Source: an optimization exercise on an open RTL-to-GDS flow (aim: small area). Production flows keep margins and buffers that such runs may drop.
Function was checked by simulation only, so behaviour that the tests miss may differ from the original.
No driver is modelled on the clock port, so clocking that relies on it looks cheaper here than on a real chip.
Power and IR drop assume default switching activity.

### design/flow/design.v
module display(clk,rst_n,rst_n1,hex1,hex2,hex3,hex4,hex5,hex6,add_in,sub_in,model_in);
	input clk;
	input rst_n;
	input rst_n1;
	output reg [6:0] hex1,hex2,hex3,hex4,hex5,hex6;
	input  add_in,sub_in,model_in;
	reg [6:0] cnt1;
	reg [5:0] cnt2;
	wire t20 = (cnt1[5:0] == 6'b110001);                    
	wire t1s = t20 & cnt2[5] & cnt2[4] & cnt2[0];           
	wire tsw = ((cnt1 & 7'b1101101) == 7'b0100100) | (cnt1[5:0] == 6'b100010);
	always @(posedge clk or negedge rst_n)
	if (!rst_n)
		cnt1 <= 7'b1100011;
	else
		cnt1 <= {cnt1[5:0], cnt1[6] ^ (cnt1[5] & ~t20)};
	wire [5:0] a2;
	assign a2[0] = t20;
	assign a2[1] = t20 & cnt2[0];
	assign a2[2] = a2[1] & cnt2[1];
	assign a2[3] = a2[2] & cnt2[2];
	assign a2[4] = a2[3] & cnt2[3];
	assign a2[5] = a2[4] & cnt2[4];
	wire [5:0] tc2 = {a2[5] | t1s, a2[4] | t1s, a2[3], a2[2], a2[1] & ~(cnt2[5] & cnt2[4]), a2[0]};
	always @(posedge clk or negedge rst_n)
	if (!rst_n)
		cnt2 <= 6'd0;
	else
		cnt2 <= cnt2 ^ tc2;
	reg [2:0] pin_status, pin_status_r;
	always @(posedge clk or negedge rst_n)
	if (!rst_n)
		pin_status <= 3'b111;
	else if (t20)
		pin_status <= {add_in,sub_in,model_in};
	always @(posedge clk)
		pin_status_r <= pin_status;
	wire [2:0] ev = pin_status_r & ~pin_status;
	wire ev_add = ev[2];
	wire ev_sub = ev[1] & ~ev[2];
	wire ev_mod = ev[0];
	reg [1:0] g;
	always @(posedge clk or negedge rst_n)
	if (!rst_n)
		g <= 2'd0;
	else if (ev_mod)
		g <= {g[0], ~g[1]};
	wire md1 = g[0] & ~g[1];
	wire md2 = g[0] & g[1];
	wire md3 = ~g[0] & g[1];
	reg sw_sel;
	always @(posedge clk)
		sw_sel <= md3;
	reg [3:0] s1; reg [2:0] s2; reg [3:0] n1; reg [2:0] n2; reg [3:0] h1; reg [1:0] h2;
	wire es1 = t1s & ~g[0];                       
	wire as1 = es1 & s1[0];
	wire cs1 = as1 & s1[3];
	wire as2 = cs1 & s2[0];
	wire cs2 = as2 & s2[2];
	always @(posedge clk or negedge rst_n)
	if (!rst_n) begin
		s1 <= 4'd0; s2 <= 3'd0;
	end else begin
		s1 <= s1 ^ {as1 & (s1[3] | s1[1] & s1[2]), as1 & s1[1], as1 & ~s1[3], es1};
		s2 <= s2 ^ {as2 & (s2[1] | s2[2]), as2 & ~s2[2], cs1};
	end
	wire U = cs2 | (md1 & ev_add);
	wire D = md1 & ev_sub;
	wire [6:0] tn;
	assign tn[0] = U | D;
	assign tn[1] = (n1[0]&~n1[3]&U) | (~n1[0]&(n1[1]|n1[2]|n1[3])&D);
	assign tn[2] = (n1[0]&n1[1]&U) | (~n1[0]&~n1[1]&(n1[2]|n1[3])&D);
	assign tn[3] = (~n1[0]&~n1[1]&~n1[2]&D) | (n1[0]&(n1[3]|n1[1]&n1[2])&U);
	wire n1_9u = n1[0]&n1[3]&U;
	wire n1_0d = ~n1[0]&~n1[1]&~n1[2]&~n1[3]&D;
	assign tn[4] = n1_0d | n1_9u;
	assign tn[5] = (n1_0d & ~n2[0] & (n2[1] | n2[2])) | (n1_9u & n2[0] & ~n2[2]);
	assign tn[6] = (n1_0d & ~n2[0] & ~n2[1]) | (n1_9u & n2[0] & (n2[1] | n2[2]));
	always @(posedge clk or negedge rst_n)
	if (!rst_n) begin
		n1 <= 4'd0; n2 <= 3'd0;
	end else begin
		{n2, n1} <= {n2, n1} ^ tn;
	end
	wire A  = cs2 & n1[0] & n1[3] & n2[0] & n2[2];
	wire HU = md2 & ev_add;
	wire HD = md2 & ev_sub;
	wire [5:0] th;
	assign th[0] = ((~h1[3] | h1[0] | h1[1] | h1[2]) & A) | HU | HD;
	assign th[1] = (h1[0]&A) | (h1[0]&(~h1[3]|h1[1]|h1[2])&HU) | (~h1[0]&(h1[1]|h1[2]|h1[3]|(~h2[0]&~h2[1]))&HD);
	assign th[2] = (h1[0]&h1[1]&~h2[1]&(HU|A)) | (~h1[0]&~h1[1]&(h1[2]|h1[3])&HD);
	assign th[3] = (h1[0]&h1[1]&h1[2]&(HU|A)) | (~h1[0]&~h1[1]&h2[1]&HD) | (~h1[0]&~h1[1]&~h1[2]&h1[3]&(A|HD)) |
	               (~h1[0]&~h1[1]&~h1[2]&h2[0]&HD) | (h1[0]&~h1[1]&~h1[2]&h1[3]&HU);
	assign th[4] = (~h1[0]&~h1[1]&h2[1]&HD) | (~h1[0]&~h1[1]&~h1[2]&h1[3]&A) | (~h1[0]&~h1[1]&~h1[2]&~h1[3]&h2[0]&HD) | (h1[0]&~h1[1]&~h1[2]&h1[3]&HU);
	assign th[5] = (~h1[0]&~h1[1]&~h1[2]&~h1[3]&~h2[0]&HD) | (~h1[0]&~h1[1]&~h1[2]&h1[3]&h2[0]&A) | (h1[0]&~h1[1]&~h1[2]&h1[3]&h2[0]&HU) | (h1[0]&h1[1]&h2[1]&(A|HU));
	always @(posedge clk or negedge rst_n)
	if (!rst_n) begin
		h1 <= 4'd0; h2 <= 2'd0;
	end else begin
		{h2, h1} <= {h2, h1} ^ th;
	end
	reg [3:0] w1, w2, w3; reg [2:0] w4; reg [3:0] w5; reg w6;
	wire wclr = md3 & ~rst_n1 & ev_add;
	wire ew1 = md3 & rst_n1 & tsw;
	wire aw1 = ew1 & w1[0];
	wire ew2 = aw1 & w1[3];
	wire aw2 = ew2 & w2[0];
	wire ew3 = aw2 & w2[3];
	wire aw3 = ew3 & w3[0];
	wire ew4 = aw3 & w3[3];
	wire aw4 = ew4 & w4[0];
	wire ew5 = aw4 & w4[2];
	wire aw5 = ew5 & w5[0];
	wire ew6 = aw5 & w5[3];
	always @(posedge clk or negedge rst_n)
	if (!rst_n) begin
		w1 <= 4'd0; w2 <= 4'd0; w3 <= 4'd0; w4 <= 3'd0; w5 <= 4'd0; w6 <= 1'b0;
	end else if (wclr) begin
		w1 <= 4'd0; w2 <= 4'd0; w3 <= 4'd0; w4 <= 3'd0; w5 <= 4'd0; w6 <= 1'b0;
	end else begin
		w1 <= w1 ^ {aw1 & (w1[3] | w1[1] & w1[2]), aw1 & w1[1], aw1 & ~w1[3], ew1};
		w2 <= w2 ^ {aw2 & (w2[3] | w2[1] & w2[2]), aw2 & w2[1], aw2 & ~w2[3], ew2};
		w3 <= w3 ^ {aw3 & (w3[3] | w3[1] & w3[2]), aw3 & w3[1], aw3 & ~w3[3], ew3};
		w4 <= w4 ^ {aw4 & (w4[1] | w4[2]), aw4 & ~w4[2], ew4};
		w5 <= w5 ^ {aw5 & (w5[3] | w5[1] & w5[2]), aw5 & w5[1], aw5 & ~w5[3], ew5};
		w6 <= w6 | ew6;
	end
	wire [3:0] d1 = sw_sel ? w1 : s1;
	wire [3:0] d2 = sw_sel ? w2 : {1'b0, s2};
	wire [3:0] d3 = sw_sel ? w3 : n1;
	wire [2:0] d4 = sw_sel ? w4 : n2;
	wire [3:0] d5 = sw_sel ? w5 : h1;
	function [6:0] seg9;
		input [3:0] d;
		begin
			seg9[6] = (d[0]&~d[1]&~d[2]&~d[3]) | (~d[0]&~d[1]&d[2]);
			seg9[5] = (d[0]&~d[1]&d[2]) | (~d[0]&d[1]&d[2]);
			seg9[4] = ~d[0] & d[1] & ~d[2];
			seg9[3] = (d[0]&~d[1]&~d[2]&~d[3]) | (~d[0]&~d[1]&d[2]) | (d[0]&d[1]&d[2]);
			seg9[2] = d[0] | (~d[1] & d[2]);
			seg9[1] = (d[0]&~d[2]&~d[3]) | (d[1]&~d[2]) | (d[0]&d[1]);
			seg9[0] = (~d[1]&~d[2]&~d[3]) | (d[0]&d[1]&d[2]);
		end
	endfunction
	function [6:0] seg5;
		input [2:0] d;
		begin
			seg5[6] = (d[0]&~d[1]&~d[2]) | (~d[0]&d[2]);
			seg5[5] = d[0] & d[2];
			seg5[4] = ~d[0] & d[1];
			seg5[3] = (d[0]&~d[1]&~d[2]) | (~d[0]&d[2]);
			seg5[2] = d[0] | d[2];
			seg5[1] = (d[0] & ~d[2]) | d[1];
			seg5[0] = ~d[1] & ~d[2];
		end
	endfunction
	function [6:0] seg15;
		input [3:0] d;
		begin
			seg15[6] = (d[0]&~d[1]&~d[2]&~d[3]) | (~d[0]&~d[1]&d[2]) | (d[1]&d[3]) | (d[2]&d[3]);
			seg15[5] = (d[0]&~d[1]&d[2]) | (~d[0]&d[1]&d[2]) | (d[1]&d[3]) | (d[2]&d[3]);
			seg15[4] = (~d[0]&d[1]&~d[2]) | (d[1]&d[3]) | (d[2]&d[3]);
			seg15[3] = (d[0]&~d[1]&~d[2]&~d[3]) | (~d[0]&~d[1]&d[2]) | (d[0]&d[1]&d[2]) | (d[1]&d[3]) | (d[2]&d[3]);
			seg15[2] = d[0] | (d[1]&d[3]) | (~d[1]&d[2]);
			seg15[1] = (d[0]&~d[2]&~d[3]) | (d[1]&~d[2]) | (d[0]&d[1]) | (d[2]&d[3]);
			seg15[0] = (~d[1]&~d[2]&~d[3]) | (d[0]&d[1]&d[2]) | (d[1]&d[3]) | (d[2]&d[3]);
		end
	endfunction
	always @* begin
		hex1 = seg9(d1);
		hex2 = seg9(d2);
		hex3 = seg9(d3);
		hex4 = seg5(d4);
		hex5 = seg15(d5);
		if (sw_sel)
			hex6 = w6 ? 7'b1111111 : 7'b0000001;
		else
			hex6 = {h2[0], 1'b0, h2[1], h2[0], h2[0], h2[0] | h2[1], ~h2[1]};
	end
endmodule
### design/flow/flow/run.sh
#!/bin/bash
# Layout flow:
#  2. the same synthesis again without adder extraction and with an
#     area-oriented ABC script; used only if its registers (names and cell
#     types) are exactly those of the standard synthesis
#  3. the standard layout steps, with port buffers of the smallest buffer
#     (buf_1), CTS with clkbuf_4 and no dummy loads, and every cell swapped to
#     its smallest drive strength just before placement repair.
set -euo pipefail
HERE=$(pwd)
FLOWDIR=$HERE/flow
RES=$HERE/orfs/results/$FLOW_PLATFORM/display/base

bash standard.sh synth > $HERE/synth_standard.log 2>&1
cp $RES/1_2_yosys.v $HERE/standard_netlist.v
python3 $FLOWDIR/regs.py $HERE/standard_netlist.v > $HERE/regs_standard.txt

python3 $FLOWDIR/own_synth.py $HERE $FLOWDIR $FLOW_HOME
MAKECMD=$(grep '^make -C' standard.sh | sed -e "s#SYNTH_SCRIPT=[^ ]*#SYNTH_SCRIPT=$HERE/own_synth.tcl#" -e 's#"${@:-finish}"#synth#')
rm -f $RES/1_2_yosys.v $RES/1_2_yosys.sdc $RES/1_synth.odb $RES/1_synth.sdc
if bash -c "set -euo pipefail; $MAKECMD" > $HERE/synth_own.log 2>&1 \
   && python3 $FLOWDIR/regs.py $RES/1_2_yosys.v > $HERE/regs_own.txt \
   && cmp -s $HERE/regs_standard.txt $HERE/regs_own.txt; then
  echo "own synthesis used" > $HERE/synth_choice.log
else
  echo "own synthesis refused, standard synthesis used" > $HERE/synth_choice.log
  rm -f $RES/1_2_yosys.v $RES/1_2_yosys.sdc $RES/1_synth.odb $RES/1_synth.sdc
  bash standard.sh synth > $HERE/synth_standard2.log 2>&1
fi

export BUFFER_PORTS_ARGS="-buffer_cell sky130_fd_sc_hd__buf_1"
export CTS_ARGS="-sink_clustering_enable -repair_clock_nets -buf_list sky130_fd_sc_hd__clkbuf_4 -dont_use_dummy_load -sink_clustering_size 30 -sink_clustering_max_diameter 80"
export PRE_RESIZE_TCL=$FLOWDIR/downsize.tcl
bash standard.sh > $HERE/layout.log 2>&1
### design/flow/flow/area.abc
strash
&get -n
&deepsyn -T 30
&put
dch -f
amap
### design/flow/flow/downsize.tcl
# Swap every standard cell for the smallest cell of the same function
# (same name apart from the drive-strength suffix). repair_design, which
# runs right after this hook, upsizes again where slew or load need it.
set db [ord::get_db]
set block [ord::get_db_block]
set dont_use [split $::env(DONT_USE_CELLS)]
array set best {}
array set bestA {}
foreach lib [$db getLibs] {
  foreach m [$lib getMasters] {
    set n [$m getName]
    if {[lsearch -exact $dont_use $n] >= 0} continue
    if {![regexp {^(sky130_fd_sc_hd__[a-z0-9]+)_([0-9]+)$} $n -> base drv]} continue
    set a [expr {[$m getWidth] * [$m getHeight]}]
    if {![info exists bestA($base)] || $a < $bestA($base)} {
      set bestA($base) $a
      set best($base) $n
    }
  }
}
set count 0
foreach inst [$block getInsts] {
  set n [[$inst getMaster] getName]
  if {![regexp {^(sky130_fd_sc_hd__[a-z0-9]+)_([0-9]+)$} $n -> base drv]} continue
  if {[string match "*tapvpwrvgnd*" $base] || [string match "*fill*" $base] || [string match "*decap*" $base]} continue
  if {![info exists best($base)]} continue
  set a [expr {[[$inst getMaster] getWidth] * [[$inst getMaster] getHeight]}]
  if {$best($base) ne $n && $bestA($base) < $a} {
    replace_cell [$inst getName] $best($base)
    incr count
  }
}
puts "downsize.tcl: replaced $count cells"
### design/flow/flow/own_synth.py
# Writes own_synth.tcl and synth_mod.tcl into the work folder: the standard flow's synthesis
# script with two changes in ORFS's synth.tcl: no half/full-adder extraction,
# and ABC run with an area-oriented script (flow/area.abc) instead of the
# delay-oriented one. Everything before ABC (and so every register) is unchanged.
import os, sys
here, flowdir, flow_home = sys.argv[1:4]
s = open(os.path.join(flow_home, 'scripts', 'synth.tcl')).read()
a = "  [env_var_exists_and_non_empty ADDER_MAP_FILE] &&"
assert s.count(a) == 1
s = s.replace(a, "  0 && [env_var_exists_and_non_empty ADDER_MAP_FILE] &&")
b = "  log_cmd abc {*}$abc_args"
assert s.count(b) == 1
s = s.replace(b, "  set abc_args [lreplace $abc_args 1 1 {%s}]\n%s" % (os.path.join(flowdir, 'area.abc'), b))
open(os.path.join(here, 'synth_mod.tcl'), 'w').write(s)
t = open(os.path.join(here, 'synth_recipe.tcl')).read()
c = "source $::env(SCRIPTS_DIR)/synth.tcl"
assert t.count(c) == 1
t = t.replace(c, "source {%s}" % os.path.join(here, 'synth_mod.tcl'))
open(os.path.join(here, 'own_synth.tcl'), 'w').write(t)
### design/flow/flow/regs.py
# Prints the registers (cell type and instance name) of a Yosys netlist, sorted.
import re, sys
txt = open(sys.argv[1]).read()
regs = sorted(set(re.findall(r'^\s*(sky130_fd_sc_hd__(?:df|edf|sdf|dl)\w*)\s+(\S+)\s*\(', txt, re.M)))
for t, n in regs:
    print(t, n)
### design/flow/standard.sh
#!/bin/bash
# synth_recipe.tcl (not shown) runs the flow's synth.tcl, then flattens the netlist and writes it again
# the make line also repeats each setting of config.mk as NAME=value (left out here)
make -C /OpenROAD-flow-scripts/flow DESIGN_CONFIG=/design/flow/config.mk WORK_HOME=/design/flow/orfs CLKGATE_MAP_FILE= SYNTH_SCRIPT=/design/flow/synth_recipe.tcl "${@:-finish}"
### design/flow/config.mk
export PLATFORM = sky130hd
export DESIGN_NAME = display
export DESIGN_NICKNAME = display
export VERILOG_FILES = /design/flow/design.v
export SDC_FILE = /design/flow/constraint.sdc
export NUM_CORES = 4
export LEC_CHECK = 0
export CAP_MARGIN = 20
export CORE_MARGIN = 2
export CORE_UTILIZATION = 70
export CTS_BUF_LIST = sky130_fd_sc_hd__clkbuf_4
export SLEW_MARGIN = 20
### design/flow/constraint.sdc
create_clock -name core_clock -period 20.0 [get_ports {clk}]
set_input_delay 4.0000 -clock core_clock [delete_from_list [all_inputs] [get_ports {clk}]]
set_output_delay 4.0000 -clock core_clock [all_outputs]
set_load 0.01 [all_outputs]
==> metrics.md, run 1 <==
| Metric | Value |
|---|---|
| First-pass GRT wire length | `10800 um` |
| Synthesized area | `3110 um^2` |
| CTS buffer count | `9` |
| Share of power burned in the clock network | `30.8%` |
| Initial antenna violation count | `0` |
| Unrepaired setup endpoints after global routing | `false` |
| Crit. End Element | `primary output` |
| Drt first pass iters | `4` |
| Pleak | `0.00144 uW` |
| Num ports | `48` |
| Simple-Gate Fraction of Synth Area | `20.6%` |
| Final worst path period share | `40.0%` |
| Peak VDD IR | `0.0459 mV` |
| Die width | `70.7 um` |
| CTS-repair resized insts | `0` |
| Worst-Skew Late Latency | `0.40 ns` |
| Hold Crit Start | `cnt1[5]$_DFF_PN1_` |
| WL/cell | `12.6 um` |
| Critical path class | `reg -> out` |
| Vias in the first global route | `2647` |
| CTS tree | `done` |
| Synthesized area per cell | `8.08 um^2` |
| WP data arrival | `4.01 ns` |
| GRT Total Usage | `27.2%` |
| Post-CTS Setup Bufs | `0` |
| Reg power frac | `66.9%` |
| Slew Viols, Final | `0` |
| Critical path startpoint | `sw_sel$_DFF_P_` |
| DIE HEIGHT | `70.7 um` |
| CP required | `16.00 ns` |
| Total congestion overflow | `0` |
| Post-synthesis register bit count | `62` |
| Core area | `4320 um^2` |
| TritonCTS Sinks | `62` |
| Post-route setup TNS | `0 ns` |
| Starting density of the core | `72.0%` |
| Final Critical Period | `8.01 ns` |
| Final wirelength | `6250 um` |
| Part of the power in combinational logic | `2.4%` |
| Commonest cells after routing, fill and taps aside | `65 x nor2_1, 63 x clkinv_1, 51 x dfrtp_1, 47 x buf_1, 35 x o21ai_0` |
| Clock slew at reported path FFs | `0.11 ns` |
| Worst-case clock buffer depth | `2` |
| Die area | `4990 um^2` |
| Fmax | `125 MHz` |
| Synth warn | `1` |
| Reg2reg start | `cnt1[5]$_DFF_PN1_` |
| Share of post-route cells with drive strength above 1 | `4.51%` |
| Dpl hpwl | `4790 um` |
| Synth Area in Compound Gates | `21.6%` |
| Relative slew slack | `46.5%` |
| Largest net degree at the start of global routing | `30` |
| Tightest Hold Check Type | `reg -> reg` |
| Net Sw Frac | `21.3%` |
| Worst-path maximum fanout | `23` |
| Iter 0 DRT Violations | `128` |
| Gpl congestion | `0.787` |
| Internal power | `148 uW` |
| Syn nets | `391` |
| Final ANT Viol Nets | `0` |
| Nets | `451` |
| Cts hold-fix bufs | `0` |
| Residual DRC count | `0` |
| I/O Buffers | `47` |
| Worst R2R Setup Slack | `16.12 ns` |
| Power per cell area | `54.4 nW/um^2` |
| Crit path launch type | `register` |
| Setup Skew | `0.0338 ns` |
| Rows | `24` |
| Post-synthesis xor/xnor area fraction | `0%` |
| Ant. Diodes | `0` |
| Multi-input logic area | `1310 um^2` |
| Combinational family with the most area after synthesis | `compound AO/OA/AOI/OAI gates` |
| Synth top area cells | `dfrtp_1 41%, nor2_1 7.8%, clkinv_1 7.6%` |
| Fillcell total | `317` |
| FF+latch area | `1540 um^2` |
| Yosys cell types | `36` |
| Synth area leader | `dfrtp_1` |
| Run status | `finished clean` |
| Final setup viols | `0` |
| Finished Core Util | `80.0%` |
| Seq/Total Area, Yosys | `49.5%` |
| Htree depth | `3` |
| Post-Syn Instances | `385` |
| Final Hold Fails | `0` |
| DR vias/cell | `5.65` |
| P&R area growth vs syn | `11.2%` |
| Commonest non-fill, non-tap cell in the layout | `nor2_1` |
| Max-Cap Viols | `0` |
| Via count | `2795` |
| Psw | `40.2 uW` |
| Adder-cell share of the synthesized area | `0%` |
| CTS root buffer | `clkbuf_4` |
| Share of the synthesized area in the top cell type | `41.0%` |
| Worst slew pin tran | `0.802 ns` |
| Mux cell area share after synthesis | `0%` |
-- metrics by stage --
stage / power [uW] / std cells / area, um^2 / setup WS, ns / hold WS [ns]
final: 188 / 495 / 3460 / 11.99 / 0.351
after global routing: 195 / 495 / 3460 / 11.51 / 0.354
after CTS: 190 / 494 / 3450 / 12.00 / 0.350
after global placement: 132 / 483 / 3350 / 12.72 / 0.357
after floorplan: 129 / 385 / 3110 / 13.15 / 0.354
after detailed placement: 133 / 485 / 3390 / 12.44 / 0.359
-- metal layers --
layer	track usage (%)	vias to the layer above	wire length, um
li1	-	1445	-
met1	33.2	1282	2840
met2	47.1	64	3070
met3	7.55	4	287
met4	9.22	0	46
met5	0	-	0
-- state kept, by name, summed over array words and instances, names as in the netlist --
register      flops
cnt1              7
cnt2              6
h1                4
n1                4
s1                4
w1                4
w2                4
w3                4
w5                4
n2                3
pin_status        3
pin_status_r      3
s2                3
w4                3
g                 2
h2                2
sw_sel            1
w6                1
-- worst max-delay path, cell delays in order (launching register included) --
cell and delay (ns):
dfxtp_1 0.85, clkinv_1 0.67, o22ai_1 0.49, clkinv_1 0.15, nor2_1 0.15, clkinv_1 0.10
nand2_1 0.11, o21ai_0 0.10, a31o_1 0.21, o21ai_0 0.23, clkinv_1 0.14, nor2_1 0.11
o21a_1 0.13, nand2_1 0.05, buf_1 0.12
-- path summary, 6_finish.rpt --
check / to / depth (start not counted)
worst max-delay path: hex5[1] / 14
worst min-delay path: cnt1[6]$_DFF_PN1_ / 0
worst max register to register: n1[3]$_DFF_PN0_ / 16
worst min register to register: cnt1[6]$_DFF_PN1_ / 0
max in group asynchronous: cnt1[0]$_DFF_PN1_ / 4
min in group asynchronous: h2[0]$_DFF_PN0_ / 2
-- layout make-up --
class | count | area share [%]
Clock buffer | 9 | 1.95
Tap cell | 52 | 1.88
Multi-Input combinational cell | 257 | 37.9
Timing Repair Buffer | 52 | 6.87
Inverter | 63 | 6.84
Sequential cell | 62 | 44.5
-- synth_stat cells (all sizes together) --
master / number
nor4: 2
a31oi: 2
o21a: 9
a21oi: 21
dfxtp: 4
o211a: 1
nor2: 65
or3: 2
dfstp: 7
clkinv: 63
nand2: 34
o2111ai: 1
a32oi: 1
dfrtp: 51
o211ai: 1
o21bai: 1
a22oi: 2
a21boi: 1
o32ai: 1
a311oi: 2
nor4b: 1
nand4: 1
o31ai: 1
and2: 2
nor3: 18
o22a: 1
o22ai: 19
nand3: 9
and3: 4
nor2b: 4
o21ai: 35
a31o: 1
or2: 5
o311ai: 1
a211oi: 9
buf: 3
-- cells by family (layout without fill, tap and decap cells) --
| group | after synthesis | after routing |
|---|---|---|
| AO/OA/AOI/OAI | 110 | 110 |
| buffers and inverters | 66 | 124 |
| flip-flops | 62 | 62 |
| AND/OR/NAND/NOR | 147 | 147 |
-- power by group through the flow --
stage	Combinational [uW]	Sequential [uW]	Clock [uW]
4_1_cts	4.62	126	59.5
5_1_grt	5.09	126	64.2
2_1_floorplan	0.578	128	0
3_5_place_dp	4.62	128	0
3_3_place_gp	3.48	128	0
6_report	4.44	126	57.9
==> run 2: changes to the inputs <==
==> design/flow/flow/run.sh (replaced) <==
#!/bin/bash
# Layout flow:
#  2. the same synthesis again, without adder extraction and with an
#     area-oriented ABC script, for several ABC random seeds; the smallest
#     netlist whose registers (names and cell types) are exactly those of the
#     standard synthesis replaces the standard one (if none, the standard
#     synthesis is kept)
#  3. the standard layout steps, with port buffers of the smallest buffer
#     (buf_1), CTS with clkbuf_4 and no dummy loads, and every cell swapped to
#     its smallest drive strength just before placement repair.
# Each tool's output goes to a log file in this folder (and ORFS's own logs).
set -euo pipefail
HERE=$(pwd)
FLOWDIR=$HERE/flow
RES=$HERE/orfs/results/$FLOW_PLATFORM/display/base

bash standard.sh synth > $HERE/synth_standard.log 2>&1
cp $RES/1_2_yosys.v $HERE/standard_netlist.v
python3 $FLOWDIR/regs.py $HERE/standard_netlist.v > $HERE/regs_standard.txt

SEEDS="0 1 2 3 4 5 6 7"
run_seed() {
  local S=$1
  python3 $FLOWDIR/own_synth.py $HERE $FLOWDIR $FLOW_HOME $S
  local CMD
  CMD=$(grep '^make -C' standard.sh | sed -e "s#SYNTH_SCRIPT=[^ ]*#SYNTH_SCRIPT=$HERE/own_synth_$S.tcl#" \
        -e "s#WORK_HOME=[^ ]*#WORK_HOME=$HERE/syn_$S#" -e 's#"${@:-finish}"#synth#')
  bash -c "set -euo pipefail; $CMD" > $HERE/synth_own_$S.log 2>&1 || true
}
for S in $SEEDS; do
  run_seed $S &
  while [ $(jobs -rp | wc -l) -ge 4 ]; do sleep 1; done
done
wait

BEST=""; BESTA=""
for S in $SEEDS; do
  R=$HERE/syn_$S/results/$FLOW_PLATFORM/display/base
  STAT=$HERE/syn_$S/reports/$FLOW_PLATFORM/display/base/synth_stat.txt
  [ -f $R/1_synth.odb ] && [ -f $STAT ] || continue
  python3 $FLOWDIR/regs.py $R/1_2_yosys.v > $HERE/regs_own_$S.txt
  cmp -s $HERE/regs_standard.txt $HERE/regs_own_$S.txt || continue
  A=$(grep "Chip area for module" $STAT | head -1 | awk '{print $NF}')
  echo "seed $S area $A" >> $HERE/synth_choice.log
  if [ -z "$BEST" ] || python3 -c "import sys; sys.exit(0 if float('$A') < float('$BESTA') else 1)"; then
    BEST=$S; BESTA=$A
  fi
done

if [ -n "$BEST" ]; then
  R=$HERE/syn_$BEST/results/$FLOW_PLATFORM/display/base
  for f in 1_2_yosys.v 1_2_yosys.sdc 1_synth.odb 1_synth.sdc; do
    cp $R/$f $RES/$f
    sleep 1
  done
  echo "own synthesis used: seed $BEST area $BESTA" >> $HERE/synth_choice.log
else
  echo "own synthesis refused, standard synthesis used" >> $HERE/synth_choice.log
fi
rm -rf $HERE/syn_*/objects

export BUFFER_PORTS_ARGS="-buffer_cell sky130_fd_sc_hd__buf_1"
export CTS_ARGS="-sink_clustering_enable -repair_clock_nets -buf_list sky130_fd_sc_hd__clkbuf_4 -dont_use_dummy_load"
export PRE_RESIZE_TCL=$FLOWDIR/downsize.tcl
bash standard.sh > $HERE/layout.log 2>&1
==> design/flow/flow/area.abc (replaced) <==
strash
&get -n
&deepsyn -J 200 -T 120 -S @SEED@
&put
dch -f
amap -m
==> design/flow/flow/own_synth.py (replaced) <==
# Writes own_synth_<seed>.tcl and synth_mod_<seed>.tcl (plus area_<seed>.abc)
# into the work folder: the standard flow's synthesis script with two changes in ORFS's
# synth.tcl: no half/full-adder extraction, and ABC run with an
# area-oriented script (flow/area.abc, random seed <seed>) instead of the
# delay-oriented one. Everything before ABC (so every register) is unchanged.
import os, sys
here, flowdir, flow_home, seed = sys.argv[1:5]
abc = open(os.path.join(flowdir, 'area.abc')).read().replace('@SEED@', seed)
abc_path = os.path.join(here, 'area_%s.abc' % seed)
open(abc_path, 'w').write(abc)
s = open(os.path.join(flow_home, 'scripts', 'synth.tcl')).read()
a = "  [env_var_exists_and_non_empty ADDER_MAP_FILE] &&"
assert s.count(a) == 1
s = s.replace(a, "  0 && [env_var_exists_and_non_empty ADDER_MAP_FILE] &&")
b = "  log_cmd abc {*}$abc_args"
assert s.count(b) == 1
s = s.replace(b, "  set abc_args [lreplace $abc_args 1 1 {%s}]\n%s" % (abc_path, b))
mod = os.path.join(here, 'synth_mod_%s.tcl' % seed)
open(mod, 'w').write(s)
t = open(os.path.join(here, 'synth_recipe.tcl')).read()
c = "source $::env(SCRIPTS_DIR)/synth.tcl"
assert t.count(c) == 1
t = t.replace(c, "source {%s}" % mod)
open(os.path.join(here, 'own_synth_%s.tcl' % seed), 'w').write(t)
--- a/design/flow/config.mk
+++ b/design/flow/config.mk
@@ -6,7 +6,8 @@
 export NUM_CORES = 4
 export LEC_CHECK = 0
-export CAP_MARGIN = 20
+export CAP_MARGIN = 0
 export CORE_MARGIN = 2
-export CORE_UTILIZATION = 70
+export CORE_UTILIZATION = 85
 export CTS_BUF_LIST = sky130_fd_sc_hd__clkbuf_4
-export SLEW_MARGIN = 20
+export PLACE_DENSITY = 0.9
+export SLEW_MARGIN = 0
==> run 2 against run 1 <==
  * The run now fails in global placement without I/O (3_1_place_gp_skip_io)
  * Synthesized cell count decreased by 3.1%
  * Synthesized area decreased by 1.3%
==> metrics.md, run 2 <==
| Metric | Value |
|---|---|
| Error msg | `[ERROR GPL-0301] Utilization 102.569 % exceeds 100%.` |
| Die width | `64.1 um (-9.3%)` |
| Starting density of the core | `89.9% (+18 points)` |
| Synthesized area | `3070 um^2 (-1.3%)` |
| Post-Syn Instances | `373 (-3.1%)` |
| Synth warn | `1 (unchanged)` |
| Run status | `aborted with a tool error` |
| Syn nets | `379 (-3.1%)` |
| DIE HEIGHT | `64.1 um (-9.3%)` |
| Last stage reached | `global placement without I/O (3_1_place_gp_skip_io)` |
| Rows | `21 (-13%)` |
| Synthesized area per cell | `8.23 um^2 (+1.8%)` |
==> run 3: changes to the inputs <==
--- a/design/flow/config.mk
+++ b/design/flow/config.mk
@@ -8,6 +8,5 @@
 export CAP_MARGIN = 0
 export CORE_MARGIN = 2
-export CORE_UTILIZATION = 85
+export CORE_UTILIZATION = 70
 export CTS_BUF_LIST = sky130_fd_sc_hd__clkbuf_4
-export PLACE_DENSITY = 0.9
 export SLEW_MARGIN = 0
==> run 3 against run 2 <==
  * Now clean on timing, DRC and antenna
  * Synthesized cell count is the same
  * Synthesized area unchanged
==> metrics.md, run 3 <==
| Metric | Value |
|---|---|
| Run status | `finished clean` |
| Htree depth | `3` |
| Final ANT Viol Nets | `0` |
| Largest net degree at the start of global routing | `43` |
| Final worst path period share | `37.0%` |
| Cts hold-fix bufs | `0` |
| Worst r2r path cells | `18` |
| Fillcell total | `331` |
| Initial antenna violation count | `0` |
| Post-Syn Instances | `373 (unchanged)` |
| Registers with the most flip-flops | `cnt1 (7), cnt2 (6)` |
| I/O Buffers | `47` |
| First-pass GRT wire length | `11400 um` |
| Worst path bufs/invs | `3` |
| Setup Skew | `0.0318 ns` |
| Clock slew at reported path FFs | `0.10 ns` |
| Worst-Skew Late Latency | `0.40 ns` |
| GRT Total Usage | `29.0%` |
| Iter 0 DRT Violations | `244` |
| Worst slew pin tran | `0.816 ns` |
| Post-CTS Setup Bufs | `0` |
| Share of post-route cells with drive strength above 1 | `4.20%` |
| CP required | `16.00 ns` |
| Syn nets | `379 (unchanged)` |
| Critical path startpoint | `sw_sel$_DFF_P_` |
| CTS tree | `done` |
| Max reg flops | `7` |
| Max-Cap Viols | `0` |
| Delay-heaviest family, CP | `compound AO/OA/AOI/OAI gates` |
| Die width | `70.2 um (+9.6%)` |
| Residual DRC count | `0` |
| CP dominant cell by count | `clkinv_1` |
| Starting density of the core | `71.5% (-18 points)` |
| Commonest cells after routing, fill and taps aside | `70 x nor2_1, 52 x clkinv_1, 51 x dfrtp_1, 47 x buf_1` |
| Crit-path max cell delay | `0.80 ns` |
| Worst-case clock buffer depth | `2` |
| Critical path class | `reg -> out` |
| Post-route setup TNS | `0 ns` |
| Layout Cells excl Fill | `481` |
| Num ports | `48` |
| FF+latch area | `1540 um^2` |
| WL/cell | `13.6 um` |
| Unrepaired setup endpoints after global routing | `false` |
| FF-to-FF End | `h1[3]$_DFF_PN0_` |
| Synth warn | `1 (unchanged)` |
| Total congestion overflow | `0` |
| Crit path launch type | `register` |
| Via count | `2834` |
| Nets | `437` |
| Die area | `4930 um^2` |
| Ant. Diodes | `0` |
| Fmax | `135 MHz` |
| Core area | `4290 um^2` |
| Commonest non-fill, non-tap cell in the layout | `nor2_1` |
| Synthesized area | `3070 um^2 (unchanged)` |
| Worst Setup EP | `hex3[3]` |
| Power per cell area | `55.7 nW/um^2` |
| Multi-input logic area | `1310 um^2` |
| Slew Viols, Final | `0` |
| Final Hold Fails | `0` |
| Crit path depth | `8` |
| Crit. End Element | `primary output` |
| CTS-repair resized insts | `0` |
| Final Critical Period | `7.40 ns` |
| CTS buffer count | `9` |
| Peak VDD IR | `0.0432 mV` |
| DR vias/cell | `5.89` |
| CTS root buffer | `clkbuf_4` |
| Rows | `24 (+14%)` |
| Slowest-stage cell, CP | `dfxtp_1` |
| Placed Instances | `472` |
| Largest reg by FF count | `cnt1` |
| TritonCTS Sinks | `62` |
| Final setup viols | `0` |
| Synthesized area per cell | `8.23 um^2 (unchanged)` |
| P&R area growth vs syn | `10.3%` |
| Pleak | `0.00146 uW` |
| Gpl congestion | `0.846` |
| Reg2reg start | `cnt1[5]$_DFF_PN1_` |
| Dpl hpwl | `4900 um` |
| Final wirelength | `6550 um` |
| Tightest Hold Check Type | `reg -> reg` |
| Drt first pass iters | `4` |
| Vias in the first global route | `2688` |
| Worst R2R Setup Slack | `16.17 ns` |
| Worst-path cell chain | `clkinv_1 > o22ai_1 > nor2b_1 > a211oi_1 > a21oi_1 > o21ai_0 > clkinv_1 > buf_1` |
| DIE HEIGHT | `70.2 um (+9.6%)` |
| WP data arrival | `3.40 ns` |
| Fin Hold WS | `0.375 ns` |
| Worst-path maximum fanout | `20` |
| Relative slew slack | `45.2%` |
==> run 3: area by class of cell <==
cell class / instances / area share (%)
clock buffer: 9 / 2.00
inverter: 52 / 5.76
multi-input combinational: 256 / 38.8
sequential: 62 / 45.5
tap: 52 / 1.92
timing repair buffer: 50 / 6.06
==> run 3: metal layers <==
metal	part of all wire [%]	global-route usage, %	up-vias
met5	0	0	-
met4	1.3	9.62	0
met3	4.9	6.78	10
met2	49	48.0	87
met1	45	37.9	1320
li1	-	-	1417
==> run 3: worst min-delay path by stage <==
stage,startpoint,end,slack (ns),depth (start not counted)
2_1_floorplan,cnt1[3]$_DFF_PN0_,cnt1[4]$_DFF_PN0_,0.35,0
3_3_place_gp,cnt1[5]$_DFF_PN1_,cnt1[6]$_DFF_PN1_,0.36,0
3_5_place_dp,cnt1[5]$_DFF_PN1_,cnt1[6]$_DFF_PN1_,0.36,0
4_1_cts,cnt1[5]$_DFF_PN1_,cnt1[6]$_DFF_PN1_,0.37,0
5_1_grt,cnt1[5]$_DFF_PN1_,cnt1[6]$_DFF_PN1_,0.38,0
6_report,cnt1[5]$_DFF_PN1_,cnt1[6]$_DFF_PN1_,0.38,0
==> run 3: through the flow <==
stage | instance area [um^2] | util (%) | power, uW | worst slack (ns)
2_1_floorplan | 3070 | - | 129 | 13.66
6_report | 3390 | 78.8 | 189 | 12.60
3_5_place_dp | 3320 | 77.3 | 132 | 13.07
4_1_cts | 3390 | 78.8 | 190 | 12.63
3_3_place_gp | 3310 | 77.1 | 132 | 13.23
5_1_grt | 3390 | 78.8 | 194 | 12.22
==> run 3: report_power, final <==
| part | switching, uW | internal (uW) | leakage [uW] |
|---|---|---|---|
| clock network | 38.2 | 20.9 | 0.0000414 |
| registers | 0.220 | 126 | 0.000813 |
| logic | 2.82 | 0.944 | 0.000603 |
| total | 41.2 | 148 | 0.00146 |
==> run 4: changes to the inputs <==
--- a/design/flow/flow/run.sh
+++ b/design/flow/flow/run.sh
@@ -7,6 +7,10 @@
 #     synthesis is kept)
 #  3. the standard layout steps, with port buffers of the smallest buffer
-#     (buf_1), CTS with clkbuf_4 and no dummy loads, and every cell swapped to
-#     its smallest drive strength just before placement repair.
+#     (buf_1); every cell swapped to its smallest drive strength and the
+#     reset pins driven by one buffer at their centre, just before placement
+#     repair; and, instead of TritonCTS's H-tree, a clock tree of four
+#     clkbuf_8, one per quarter of the flip-flops, each driven by the clock
+#     port (CTS is pointed at the port's own net, which then has no register
+#     sinks, so it adds nothing).
 # Each tool's output goes to a log file in this folder (and ORFS's own logs).
 set -euo pipefail
@@ -61,5 +65,6 @@
 
 export BUFFER_PORTS_ARGS="-buffer_cell sky130_fd_sc_hd__buf_1"
-export CTS_ARGS="-sink_clustering_enable -repair_clock_nets -buf_list sky130_fd_sc_hd__clkbuf_4 -dont_use_dummy_load"
-export PRE_RESIZE_TCL=$FLOWDIR/downsize.tcl
+export CTS_ARGS="-clk_nets clk -buf_list sky130_fd_sc_hd__clkbuf_4 -dont_use_dummy_load"
+export PRE_CTS_TCL=$FLOWDIR/clkbuf.tcl
+export PRE_RESIZE_TCL=$FLOWDIR/pre_resize.tcl
 bash standard.sh > $HERE/layout.log 2>&1
==> design/flow/flow/clkbuf.tcl (new file) <==
# Split the flip-flops into NX x NY groups by position; each group gets its
# own clock buffer at the centre of its flip-flops, driven by the clock port.
set block [ord::get_db_block]
set clknet [$block findNet clk]
set master [[ord::get_db] findMaster sky130_fd_sc_hd__clkbuf_8]
set nx 2; set ny 2
set pins {}
set xs {}; set ys {}
foreach it [$clknet getITerms] {
  if {[[$it getMTerm] getName] eq "CLK"} {
    set box [[$it getInst] getBBox]
    lappend pins [list $it [$box xMin] [$box yMin]]
  }
}
# split by x into nx columns (equal counts), then each column by y into ny rows
set pins [lsort -integer -index 1 $pins]
set n [llength $pins]
set k 0
for {set i 0} {$i < $nx} {incr i} {
  set col [lrange $pins [expr {$i * $n / $nx}] [expr {($i + 1) * $n / $nx - 1}]]
  set col [lsort -integer -index 2 $col]
  set m [llength $col]
  for {set j 0} {$j < $ny} {incr j} {
    set grp [lrange $col [expr {$j * $m / $ny}] [expr {($j + 1) * $m / $ny - 1}]]
    set net [odb::dbNet_create $block clk_leaf_$k]
    $net setSigType CLOCK
    set buf [odb::dbInst_create $block $master clk_leaf_buf_$k]
    set sx 0; set sy 0
    foreach p $grp {
      lassign $p it x y
      $it disconnect
      $it connect $net
      set sx [expr {$sx + $x}]; set sy [expr {$sy + $y}]
    }
    [$buf findITerm A] connect $clknet
    [$buf findITerm X] connect $net
    $buf setLocation [expr {$sx / [llength $grp]}] [expr {$sy / [llength $grp]}]
    $buf setPlacementStatus PLACED
    incr k
  }
}
puts "clkbuf.tcl: $n clock pins on $k buffers"
==> design/flow/flow/pre_resize.tcl (new file) <==
# Hook run before placement repair: smallest cell sizes, then one reset buffer.
source [file join [file dirname [info script]] downsize.tcl]
source [file join [file dirname [info script]] rstbuf.tcl]
==> design/flow/flow/rstbuf.tcl (new file) <==
# Reset net: one buffer (buf_4) at the centre of the flip-flops' reset pins drives
# them all; the reset port's input buffer then drives only that buffer.
proc my_split_net {netname cell bufname} {
  set block [ord::get_db_block]
  set net [$block findNet $netname]
  if {$net eq "NULL" || $net eq ""} { puts "rstbuf: no net $netname"; return }
  set drv ""
  set sinks {}
  foreach it [$net getITerms] {
    if {[$it getIoType] eq "OUTPUT"} { set drv $it } else { lappend sinks $it }
  }
  if {[llength $sinks] < 8} { return }
  set master [[ord::get_db] findMaster $cell]
  set newnet [odb::dbNet_create $block ${netname}_buf]
  set buf [odb::dbInst_create $block $master $bufname]
  set sx 0; set sy 0
  foreach it $sinks {
    set box [[$it getInst] getBBox]
    set sx [expr {$sx + [$box xMin]}]; set sy [expr {$sy + [$box yMin]}]
    $it disconnect
    $it connect $newnet
  }
  [$buf findITerm A] connect $net
  [$buf findITerm X] connect $newnet
  $buf setLocation [expr {$sx / [llength $sinks]}] [expr {$sy / [llength $sinks]}]
  $buf setPlacementStatus PLACED
  puts "rstbuf: [llength $sinks] sinks of $netname moved to $bufname ($cell)"
}
# the net that drives the flip-flops' asynchronous reset/set pins
set block [ord::get_db_block]
foreach net [$block getNets] {
  set k 0
  foreach it [$net getITerms] {
    set mt [[$it getMTerm] getName]
    if {$mt eq "RESET_B" || $mt eq "SET_B"} { incr k }
  }
  if {$k >= 8} { my_split_net [$net getName] sky130_fd_sc_hd__buf_4 rst_tree_buf; break }
}
==> run 4 against run 3 <==
  * Largest cell class unchanged
  * Global-route usage decreased by 0.83 points
  * Cell area decreased by 0.11%
  * Highest routed layer unchanged
  * Flip-flop and latch count unchanged
  * Synthesized area unchanged
  * Still clean on timing, DRC and antenna
  * Critical path depth unchanged
  * Synthesized cell count unchanged
  * Sequential share of layout area increased by 0.051 points
  * First-iteration DRC count decreased by 2.9%
  * Total power increased by 1.7%
  * Wire length increased by 1.9%
==> metrics.md, run 4 <==
| Metric | Value |
|---|---|
| Worst-path maximum fanout | `20 (unchanged)` |
| Nets | `435 (-0.46%)` |
| Psw | `40.4 uW (-1.9%)` |
| Worst Hold Depth | `0 (unchanged)` |
| Final Critical Period | `7.48 ns (+0.0805 ns)` |
| Slowest-stage cell, CP | `dfxtp_1` |
| Ant. Diodes | `0 (unchanged)` |
| Tightest Hold Check Type | `reg -> reg` |
| Clock slew at reported path FFs | `0.10 ns (about the same)` |
| Max reg flops | `7 (unchanged)` |
| Die area | `4930 um^2 (unchanged)` |
| Synthesized area | `3070 um^2 (unchanged)` |
| Registers with the most flip-flops | `cnt1 (7), cnt2 (6)` |
| Worst-Skew Late Latency | `0.45 ns (+0.05 ns)` |
| Fillcell total | `320 (-3.3%)` |
| Syn nets | `379 (unchanged)` |
| First-pass GRT wire length | `11400 um (-0.60%)` |
| Vias in the first global route | `2649 (-1.5%)` |
| Peak VDD IR | `0.0587 mV (+36%)` |
| Post-CTS Setup Bufs | `0 (unchanged)` |
| Starting density of the core | `71.5% (unchanged)` |
| Final wirelength | `6670 um (+1.9%)` |
| Power per cell area | `56.7 nW/um^2 (+1.8%)` |
| Pleak | `0.00145 uW (-0.42%)` |
| Via count | `2866 (+1.1%)` |
| Largest net degree at the start of global routing | `59 (+37%)` |
| CTS tree | `done` |
| Part of the power in combinational logic | `1.8% (-0.2 points)` |
| Critical path class | `reg -> out` |
| Commonest non-fill, non-tap cell in the layout | `nor2_1` |
| Reg power frac | `65.6% (-1.1 points)` |
| Max-Cap Viols | `0 (unchanged)` |
| Run status | `finished clean` |
| Share of post-route cells with drive strength above 1 | `3.51% (-0.68 points)` |
| DIE HEIGHT | `70.2 um (unchanged)` |
| Crit path launch type | `register` |
| Unrepaired setup endpoints after global routing | `false` |
| Core area | `4290 um^2 (unchanged)` |
| Net Sw Frac | `21.1% (-0.78 points)` |
| Cts hold-fix bufs | `0 (unchanged)` |
| Iter 0 DRT Violations | `237 (-2.9%)` |
| Post-Syn Instances | `373 (unchanged)` |
| Worst slew pin tran | `0.833 ns (+0.0167 ns)` |
| I/O Buffers | `47 (unchanged)` |
| Crit-path max cell delay | `0.79 ns (about the same)` |
| Synthesized area per cell | `8.23 um^2 (unchanged)` |
| CP required | `16.00 ns (about the same)` |
| Synth warn | `1 (unchanged)` |
| Commonest cells after routing, fill and taps aside | `70 x nor2_1, 52 x clkinv_1, 51 x dfrtp_1, 48 x buf_1` |
| Drt first pass iters | `5 (+1)` |
| WP data arrival | `3.48 ns (+0.08 ns)` |
| WL/cell | `13.9 um (+2.3%)` |
| Final ANT Viol Nets | `0 (unchanged)` |
| Die width | `70.2 um (unchanged)` |
| Relative slew slack | `44.1% (-1.1 points)` |
| Largest reg by FF count | `cnt1` |
| Dpl hpwl | `4810 um (-1.8%)` |
| CP dominant cell by count | `clkinv_1` |
| Rows | `24 (unchanged)` |
| Final setup viols | `0 (unchanged)` |
| Num ports | `48 (unchanged)` |
| GRT Total Usage | `28.2% (-0.83 points)` |
| Residual DRC count | `0 (unchanged)` |
| Setup Skew | `0.0260 ns (-0.00578 ns)` |
| Fmax | `134 MHz (-1.1%)` |
| Crit. End Element | `primary output` |
| Share of power burned in the clock network | `32.6% (+1.3 points)` |
| Worst-path cell chain | `clkinv_1 > o22ai_1 > nor2b_1 > a211oi_1 > a21oi_1 > o21ai_0 > clkinv_1 > buf_1` |
| Total congestion overflow | `0 (unchanged)` |
| P&R area growth vs syn | `10.1%` |
| CTS-repair resized insts | `0 (unchanged)` |
| Slew Viols, Final | `0 (unchanged)` |
| Final worst path period share | `37.4% (+0.40 points)` |
| Worst r2r path cells | `18 (unchanged)` |
| Internal power | `152 uW (+2.7%)` |
| Post-route setup TNS | `0 ns (unchanged)` |
| Total Power | `192 uW (+1.7%)` |
| Gpl congestion | `0.846 (unchanged)` |
| Final Hold Fails | `0 (unchanged)` |
| CTS buffer count | `3 (-6)` |
| Initial antenna violation count | `0 (unchanged)` |
| DR vias/cell | `5.98 (+1.6%)` |
run 4: final cells by class, without the clock buffers:
type	count	area [um^2]	area share, %
Sequential cell	62	1540	45.5
Multi-Input combinational cell	256	1310	38.8
Inverter	52	195	5.77
Buffer	5	62.6	1.85
Timing Repair Buffer	49	184	5.44
Tap cell	52	65.1	1.92
run 4: critical path: cells and delay by family (launching register included):
family | cells | cell delay, ns
AOI/OAI and AO/OA | 4 | 1.18
and+or+nand+nor | 1 | 0.12
buffers and inverters | 3 | 0.94
DFF | 1 | 0.79
run 4: power by group through the flow:
stage	combinational, uW	sequential [uW]	clock (uW)
detailed placement	3.61	128	0
floorplan	0.571	128	0
global route	4.19	126	67.3
finish	3.47	126	62.5
global placement	3.50	128	0
CTS	3.61	126	63.3
run 4: through the flow:
stage / std cells / hold slack (ns) / setup slack (ns) / instance area, um^2 / util [%]
2_1_floorplan: 373 / 0.354 / 13.66 / 3070 / -
3_3_place_gp: 471 / 0.357 / 13.23 / 3310 / 77.1
3_5_place_dp: 472 / 0.360 / 13.06 / 3300 / 77.0
4_1_cts: 479 / 0.373 / 12.59 / 3380 / 78.8
5_1_grt: 479 / 0.376 / 12.11 / 3380 / 78.8
6_report: 479 / 0.372 / 12.52 / 3380 / 78.8
run 4: per-layer routing:
metal | vias to the layer above | global-route usage [%] | wire length [um]
li1 | 1400 | - | -
met1 | 1356 | 38.4 | 2930
met2 | 106 | 48.8 | 3340
met3 | 4 | 2.89 | 361
met4 | 0 | 6.84 | 38
met5 | - | 0 | 0
run 4: path summary, 6_finish.rpt:
kind                              startpoint           endpoint  slack [ns]
max in group asynchronous              rst_n    s1[0]$_DFF_PN0_       15.66
setup / recovery              sw_sel$_DFF_P_            hex3[3]       12.52
hold / removal             cnt1[5]$_DFF_PN1_  cnt1[6]$_DFF_PN1_        0.37
min in group asynchronous              rst_n    n2[1]$_DFF_PN0_        3.86
hold reg to reg            cnt1[5]$_DFF_PN1_  cnt1[6]$_DFF_PN1_        0.37
setup reg to reg           cnt1[5]$_DFF_PN1_    h1[3]$_DFF_PN0_       16.11
==> run 5: changes to the inputs <==
--- a/design/flow/flow/run.sh
+++ b/design/flow/flow/run.sh
@@ -11,6 +11,7 @@
 #     repair; and, instead of TritonCTS's H-tree, a clock tree of four
 #     clkbuf_8, one per quarter of the flip-flops, each driven by the clock
-#     port (CTS is pointed at the port's own net, which then has no register
-#     sinks, so it adds nothing).
+#     port (TritonCTS is pointed at the reset port's net, which has a single
+#     sink, so it adds nothing; it would otherwise build an H-tree in front of
+#     the four buffers).
 # Each tool's output goes to a log file in this folder (and ORFS's own logs).
 set -euo pipefail
@@ -65,5 +66,5 @@
 
 export BUFFER_PORTS_ARGS="-buffer_cell sky130_fd_sc_hd__buf_1"
-export CTS_ARGS="-clk_nets clk -buf_list sky130_fd_sc_hd__clkbuf_4 -dont_use_dummy_load"
+export CTS_ARGS="-clk_nets rst_n -buf_list sky130_fd_sc_hd__clkbuf_4 -dont_use_dummy_load"
 export PRE_CTS_TCL=$FLOWDIR/clkbuf.tcl
 export PRE_RESIZE_TCL=$FLOWDIR/pre_resize.tcl
==> run 5 against run 4 <==
  * Still clean on timing, DRC and antenna
  * Via count fell by 2.1%
  * Synthesized cell count did not move
  * Utilization down 0.52 points
  * Clock skew shrank 0.016 ns
  * Maximum frequency is 3.7% higher
  * Global-route usage is 1.9 points lower
  * Die area did not move
  * Wire length decreased by 3.8%
  * Total power is 6.9% lower
  * Sequential power hardly changed
  * Register-to-register slack gained 0.06 ns
  * Critical endpoint unchanged
==> metrics.md, run 5 <==
| Metric | Value |
|---|---|
| Worst-path cell chain | `clkinv_1 > o22ai_1 > nor2b_1 > a211oi_1 > a21oi_1 > o21ai_0 > clkinv_1 > buf_1` |
| Registers with the most flip-flops | `cnt1 (7), cnt2 (6)` |
| Synthesized area | `3070 um^2 (unchanged)` |
| Clock slew at reported path FFs | `0.10 ns (about the same)` |
| Worst r2r path cells | `18 (unchanged)` |
| Reg2reg start | `cnt1[5]$_DFF_PN1_` |
| Largest reg by FF count | `cnt1` |
| Total congestion overflow | `0 (unchanged)` |
| Num ports | `48 (unchanged)` |
| Fin Hold WS | `0.372 ns (-0.0000910 ns)` |
| CP dominant cell by count | `clkinv_1` |
| Hold Crit Start | `cnt1[5]$_DFF_PN1_` |
| Power per cell area | `53.2 nW/um^2 (-6.3%)` |
| Crit. End Element | `primary output` |
| Final non-filler cell area | `3360 um^2 (-0.67%)` |
| Ant. Diodes | `0 (unchanged)` |
| CP required | `16.00 ns (about the same)` |
| Worst-Skew Late Latency | `0.16 ns (-0.29 ns)` |
| Vias in the first global route | `2560 (-3.4%)` |
| Fillcell total | `330 (+3.1%)` |
| Multi-input logic area | `1310 um^2 (unchanged)` |
| Routing usage on met2 | `46.4% (-2.4 points)` |
| Die area | `4930 um^2 (unchanged)` |
| Nets | `432 (-0.69%)` |
| Fmax | `138 MHz (+3.7%)` |
| GRT met1 Usage | `37.8% (-0.59 points)` |
| Iter 0 DRT Violations | `201 (-15%)` |
| Relative slew slack | `43.2% (-0.83 points)` |
| Hold Path Sink | `cnt1[6]$_DFF_PN1_` |
| Starting density of the core | `71.5% (unchanged)` |
| Pleak | `0.00144 uW (-0.95%)` |
| DIE HEIGHT | `70.2 um (unchanged)` |
| Initial antenna violation count | `0 (unchanged)` |
| Share of post-route cells with drive strength above 1 | `2.83% (-0.68 points)` |
| Residual DRC count | `0 (unchanged)` |
| Synth warn | `1 (unchanged)` |
| P&R area growth vs syn | `9.41%` |
| I/O Buffers | `47 (unchanged)` |
| Syn nets | `379 (unchanged)` |
| Total Power | `179 uW (-6.9%)` |
| Peak VDD IR | `0.0565 mV (-3.6%)` |
| Worst-path maximum fanout | `20 (unchanged)` |
| Slew Viols, Final | `0 (unchanged)` |
| Setup Skew | `0.0103 ns (-0.0158 ns)` |
| Dpl hpwl | `4810 um (unchanged)` |
| Max-Cap Viols | `0 (unchanged)` |
| Final Hold Fails | `0 (unchanged)` |
| WL/cell | `13.5 um (-3.2%)` |
| Final wirelength | `6410 um (-3.8%)` |
| FF+latch area | `1540 um^2 (unchanged)` |
| First-pass GRT wire length | `10900 um (-3.9%)` |
| Slowest-stage cell, CP | `dfxtp_1` |
| GR peak layer | `met2` |
| Via count | `2806 (-2.1%)` |
| DR vias/cell | `5.89 (-1.5%)` |
| Final ANT Viol Nets | `0 (unchanged)` |
| Final worst path period share | `36.1% (-1.3 points)` |
| Placed cell area | `3300 um^2 (unchanged)` |
| Drt first pass iters | `5 (unchanged)` |
| Rows | `24 (unchanged)` |
| WP data arrival | `3.22 ns (-0.26 ns)` |
| Cts hold-fix bufs | `0 (unchanged)` |
| Post-Syn Instances | `373 (unchanged)` |
| Worst slew pin tran | `0.845 ns (+0.0123 ns)` |
| Critical path startpoint | `sw_sel$_DFF_P_` |
| Gpl congestion | `0.846 (unchanged)` |
| Met3 Usage GRT | `1.30% (-1.6 points)` |
| Core area | `4290 um^2 (unchanged)` |
| FF-to-FF End | `n2[2]$_DFF_PN0_` |
| Final setup viols | `0 (unchanged)` |
| CTS-repair resized insts | `0 (unchanged)` |
| Max reg flops | `7 (unchanged)` |
| Critical path class | `reg -> out` |
| Commonest non-fill, non-tap cell in the layout | `nor2_1` |
| Die width | `70.2 um (unchanged)` |
| GRT Total Usage | `26.3% (-1.9 points)` |
| Crit-path max cell delay | `0.80 ns (about the same)` |
| Worst Hold Depth | `0 (unchanged)` |
| Post-CTS Setup Bufs | `0 (unchanged)` |
| Run status | `finished clean` |
| Largest net degree at the start of global routing | `59 (unchanged)` |
| Unrepaired setup endpoints after global routing | `false` |
| Synthesized area per cell | `8.23 um^2 (unchanged)` |
| Post-route setup TNS | `0 ns (unchanged)` |
| Tightest Hold Check Type | `reg -> reg` |
| Delay-heaviest family, CP | `compound AO/OA/AOI/OAI gates` |
| Commonest cells after routing, fill and taps aside | `70 x nor2_1, 52 x clkinv_1, 51 x dfrtp_1, 48 x buf_1` |
| Crit path launch type | `register` |
| Worst path bufs/invs | `3 (unchanged)` |
| Worst R2R Setup Slack | `16.17 ns (+0.06 ns)` |
| Final Critical Period | `7.22 ns (-0.264 ns)` |
[run 5: worst reg2reg max path: stages, from the launching register on]
cell	delay (ns)
dfstp_2	0.54
clkinv_1	0.07
nor2_1	0.13
nand3_1	0.11
nor3_1	0.66
nand4_1	0.25
nor2_1	0.20
nand2_1	0.13
nor2b_1	0.23
nand2_1	0.13
nor2_1	0.20
o21ai_0	0.23
nor2_1	0.19
nor2_1	0.09
clkinv_1	0.07
o221ai_1	0.12
nor2_1	0.15
o21ai_0	0.13
a22oi_1	0.15
[run 5: power by group]
group,switching [uW],internal [uW]
clock,30.8,18.5
combinational,2.83,0.642
sequential,0.234,126
[run 5: routing by layer]
layer	vias to the layer above	wire length, um
li1	1391	-
met1	1320	2930
met2	90	3130
met3	5	317
met4	0	35
met5	-	0
[run 5: metrics by stage]
| step | cells | setup WS [ns] | utilization (%) |
|---|---|---|---|
| floorplan | 373 | 13.66 | - |
| global placement | 471 | 13.23 | 77.1 |
| detailed placement | 472 | 13.06 | 77.0 |
| CTS | 476 | 13.07 | 78.2 |
| global route | 476 | 12.41 | 78.2 |
| finish | 476 | 12.78 | 78.2 |
[run 5: how the worst max path moves through the flow]
stage | depth (start not counted) | end
2_1_floorplan | 7 | hex3[6]
3_3_place_gp | 8 | hex3[3]
3_5_place_dp | 8 | hex3[3]
4_1_cts | 8 | hex3[3]
5_1_grt | 8 | hex3[3]
6_report | 8 | hex3[3]
[run 5: area by class of cell]
class | instances | area share, %
sequential | 62 | 45.8
multi-input combinational | 256 | 39.1
inverter | 52 | 5.81
timing repair buffer | 49 | 5.47
tap | 52 | 1.94
buffer | 5 | 1.86
==> run 6: changes to the inputs <==
==> design/flow/flow/area.abc (replaced) <==
strash
&get -n
&deepsyn -J 200 -T 120 -S @SEED@
&put
dc2
dch -f
amap -m
--- a/design/flow/config.mk
+++ b/design/flow/config.mk
@@ -10,3 +10,4 @@
 export CORE_UTILIZATION = 70
 export CTS_BUF_LIST = sky130_fd_sc_hd__clkbuf_4
+export GPL_TIMING_DRIVEN = 0
 export SLEW_MARGIN = 0
==> run 6 against run 5 <==
  * Still clean
  * Via count down 1.7%
  * Worst setup slack worse by 0.089 ns
  * Synthesized cell count down 1.3%
  * Register-to-register slack worse by 0.60 ns
  * Clock skew down 0.0045 ns
  * Sequential share of layout area up 0.10 points
  * Critical path depth unchanged
  * Flip-flop and latch count unchanged
  * Die area down 0.58%
  * Clock power down 3%
  * First-iteration DRC count down 43%
  * Critical path type unchanged
  * Highest routed layer unchanged
==> metrics.md, run 6 <==
| Metric | Value |
|---|---|
| Run status | `finished clean` |
| Registers with the most flip-flops | `cnt1 (7), cnt2 (6)` |
| Commonest non-fill, non-tap cell in the layout | `nor2_1` |
| Ant. Diodes | `0 (unchanged)` |
| Total congestion overflow | `0 (unchanged)` |
| Share of post-route cells with drive strength above 1 | `3.09% (+0.26 points)` |
| Worst slew pin tran | `1.01 ns (+0.161 ns)` |
| Reg2reg start | `cnt1[5]$_DFF_PN1_` |
| Worst-Skew Late Latency | `0.15 ns (about the same)` |
| Via count | `2759 (-1.7%)` |
| Pleak | `0.00144 uW (-0.15%)` |
| Clock slew at reported path FFs | `0.09 ns (about the same)` |
| Worst-path maximum fanout | `23 (+15%)` |
| Cts hold-fix bufs | `0 (unchanged)` |
| FF-to-FF End | `h1[3]$_DFF_PN0_` |
| Starting density of the core | `71.6% (about the same)` |
| Max-Cap Viols | `0 (unchanged)` |
| Crit path launch type | `register` |
| Largest reg by FF count | `cnt1` |
| DR vias/cell | `5.83 (-1.1%)` |
| Post-route setup TNS | `0 ns (unchanged)` |
| Nets | `429 (-0.69%)` |
| Residual DRC count | `0 (unchanged)` |
| Final setup viols | `0 (unchanged)` |
| Post-Syn Instances | `368 (-1.3%)` |
| CP required | `16.00 ns (about the same)` |
| Fin Hold WS | `0.370 ns (-0.00218 ns)` |
| Synthesized area | `3050 um^2 (-0.61%)` |
| Final ANT Viol Nets | `0 (unchanged)` |
| Setup Skew | `0.00573 ns (-0.00454 ns)` |
| DIE HEIGHT | `70.0 um (-0.29%)` |
| Vias in the first global route | `2592 (+1.3%)` |
| Worst Setup EP | `hex3[3]` |
| Initial antenna violation count | `0 (unchanged)` |
| Gpl congestion | `0.834 (-1.4%)` |
| Dpl hpwl | `4740 um (-1.4%)` |
| Power per cell area | `52.9 nW/um^2 (-0.50%)` |
| Critical path startpoint | `sw_sel$_DFF_P_` |
| CTS-repair resized insts | `0 (unchanged)` |
| Max reg flops | `7 (unchanged)` |
| Peak VDD IR | `0.0615 mV (+8.8%)` |
| Fmax | `137 MHz (-1.2%)` |
| Largest net degree at the start of global routing | `59 (unchanged)` |
| Critical path class | `reg -> out` |
| WP data arrival | `3.31 ns (+0.09 ns)` |
| Worst r2r path cells | `16 (-2)` |
| Drt first pass iters | `4 (-1)` |
| Iter 0 DRT Violations | `115 (-43%)` |
| Unrepaired setup endpoints after global routing | `false` |
| Post-CTS Setup Bufs | `0 (unchanged)` |
| Core area | `4260 um^2 (-0.70%)` |
| Die area | `4900 um^2 (-0.58%)` |
| WL/cell | `13.2 um (-1.9%)` |
| Hold Crit Start | `cnt1[5]$_DFF_PN1_` |
| Num ports | `48 (unchanged)` |
| Commonest cells after routing, fill and taps aside | `64 x nor2_1, 51 x dfrtp_1, 50 x buf_1, 44 x clkinv_1, 40 x nand2_1` |
| Worst R2R Setup Slack | `15.57 ns (-0.60 ns)` |
| Crit. End Element | `primary output` |
| Synth warn | `1 (unchanged)` |
| GRT Total Usage | `26.6% (+0.36 points)` |
| Tightest Hold Check Type | `reg -> reg` |
| Final worst path period share | `36.5% (+0.45 points)` |
| Die width | `70.0 um (-0.29%)` |
| Rows | `24 (unchanged)` |
| First-pass GRT wire length | `11000 um (+0.69%)` |
| Final Critical Period | `7.31 ns (+0.0891 ns)` |
| Slew Viols, Final | `0 (unchanged)` |
| Relative slew slack | `31.2% (-12 points)` |
| Synthesized area per cell | `8.29 um^2 (+0.74%)` |
| Final wirelength | `6250 um (-2.5%)` |
| I/O Buffers | `47 (unchanged)` |
| Final Hold Fails | `0 (unchanged)` |
| Finished Core Util | `78.6% (+0.37 points)` |
| Syn nets | `374 (-1.3%)` |
| P&R area growth vs syn | `9.84%` |
[run 6: critical path: stages, from the launching register on]
cell      delay (ns)
dfxtp_1         0.85
clkinv_1        0.70
o22ai_1         0.59
nor2_1          0.13
nor3_1          0.28
a21oi_1         0.09
o21ai_0         0.28
clkinv_1        0.11
buf_1           0.14
[run 6: cell type report]
cell class                      instances  area (um^2)
Buffer                                  8         73.8
Fill cell                             304          912
Tap cell                               52         65.1
Sequential cell                        62         1540
Inverter                               44          165
Multi-Input combinational cell        259         1320
Timing Repair Buffer                   48          184
[run 6: where the power goes]
group / internal (uW) / switching (uW)
Clock: 18.5 / 29.1
Combinational: 0.742 / 3.01
Sequential: 126 / 0.339
Total: 145 / 32.5
[run 6: per-stage QoR]
stage / setup slack [ns] / std cells / instance area [um^2] / total power [uW]
2_1_floorplan: 13.49 / 368 / 3050 / 129
3_5_place_dp: 12.93 / 469 / 3300 / 132
3_3_place_gp: 12.98 / 467 / 3290 / 132
6_report: 12.69 / 473 / 3350 / 177
4_1_cts: 12.91 / 473 / 3350 / 169
5_1_grt: 12.25 / 473 / 3350 / 183
[run 6: worst min path at each step]
stage,cells past startpoint,slack (ns),to
2_1_floorplan,0,0.35,cnt1[4]$_DFF_PN0_
3_3_place_gp,0,0.36,cnt1[6]$_DFF_PN1_
3_5_place_dp,0,0.36,cnt1[6]$_DFF_PN1_
4_1_cts,0,0.36,cnt1[6]$_DFF_PN1_
5_1_grt,0,0.37,cnt1[6]$_DFF_PN1_
6_report,0,0.37,cnt1[6]$_DFF_PN1_
[run 6: layer usage]
| metal | GRT usage (%) | share of wire [%] | vias to the layer above | wire length (um) |
|---|---|---|---|---|
| met1 | 35.2 | 45 | 1298 | 2810 |
| met5 | 0 | 0 | - | 0 |
| met4 | 2.78 | 0.82 | 0 | 51 |
| met2 | 50.2 | 50 | 67 | 3140 |
| li1 | - | - | 1389 | - |
| met3 | 1.59 | 4.1 | 5 | 257 |

-- static timing again, ports no longer ideal --
In the flow no input, the clock included, has a driving cell. The finished layouts below were timed again as built, in two steps.
Step 1: set_driving_cell puts a clkbuf_16 on clk and a buf_2 on each other input, an assumption about the parent block.
Step 2, shift: input delay + t, output delay - t, t = (earliest + latest rising clock arrival at the registers) / 2. This alone moves slack from input paths to output paths.
Three values: ideal, step 1, step 2; two values: the first two.
| run | shift t [ns] | setup slack, ns | hold WS [ns] | worst setup path after step 2 | clock arrival spread, ns |
|---|---|---|---|---|---|
| run 1 | 0.411 | 11.992 / 11.967 / 12.379 | 0.351 / 0.351 / 0.351 | register to output | 0.034 / 0.033 |
| run 3 | 0.411 | 12.596 / 12.572 / 12.983 | 0.375 / 0.375 / 0.375 | register to output | 0.032 / 0.032 |
| run 4 | 0.459 | 12.516 / 12.492 / 12.951 | 0.372 / 0.372 / 0.372 | register to output | 0.026 / 0.026 |
| run 5 | 0.204 | 12.779 / 12.727 / 12.931 | 0.372 / 0.372 / 0.372 | register to output | 0.010 / 0.010 |
| run 6 | 0.204 | 12.690 / 12.634 / 12.838 | 0.370 / 0.370 / 0.370 | register to output | 0.005 / 0.006 |
After both steps setup and hold are still met in every run listed.
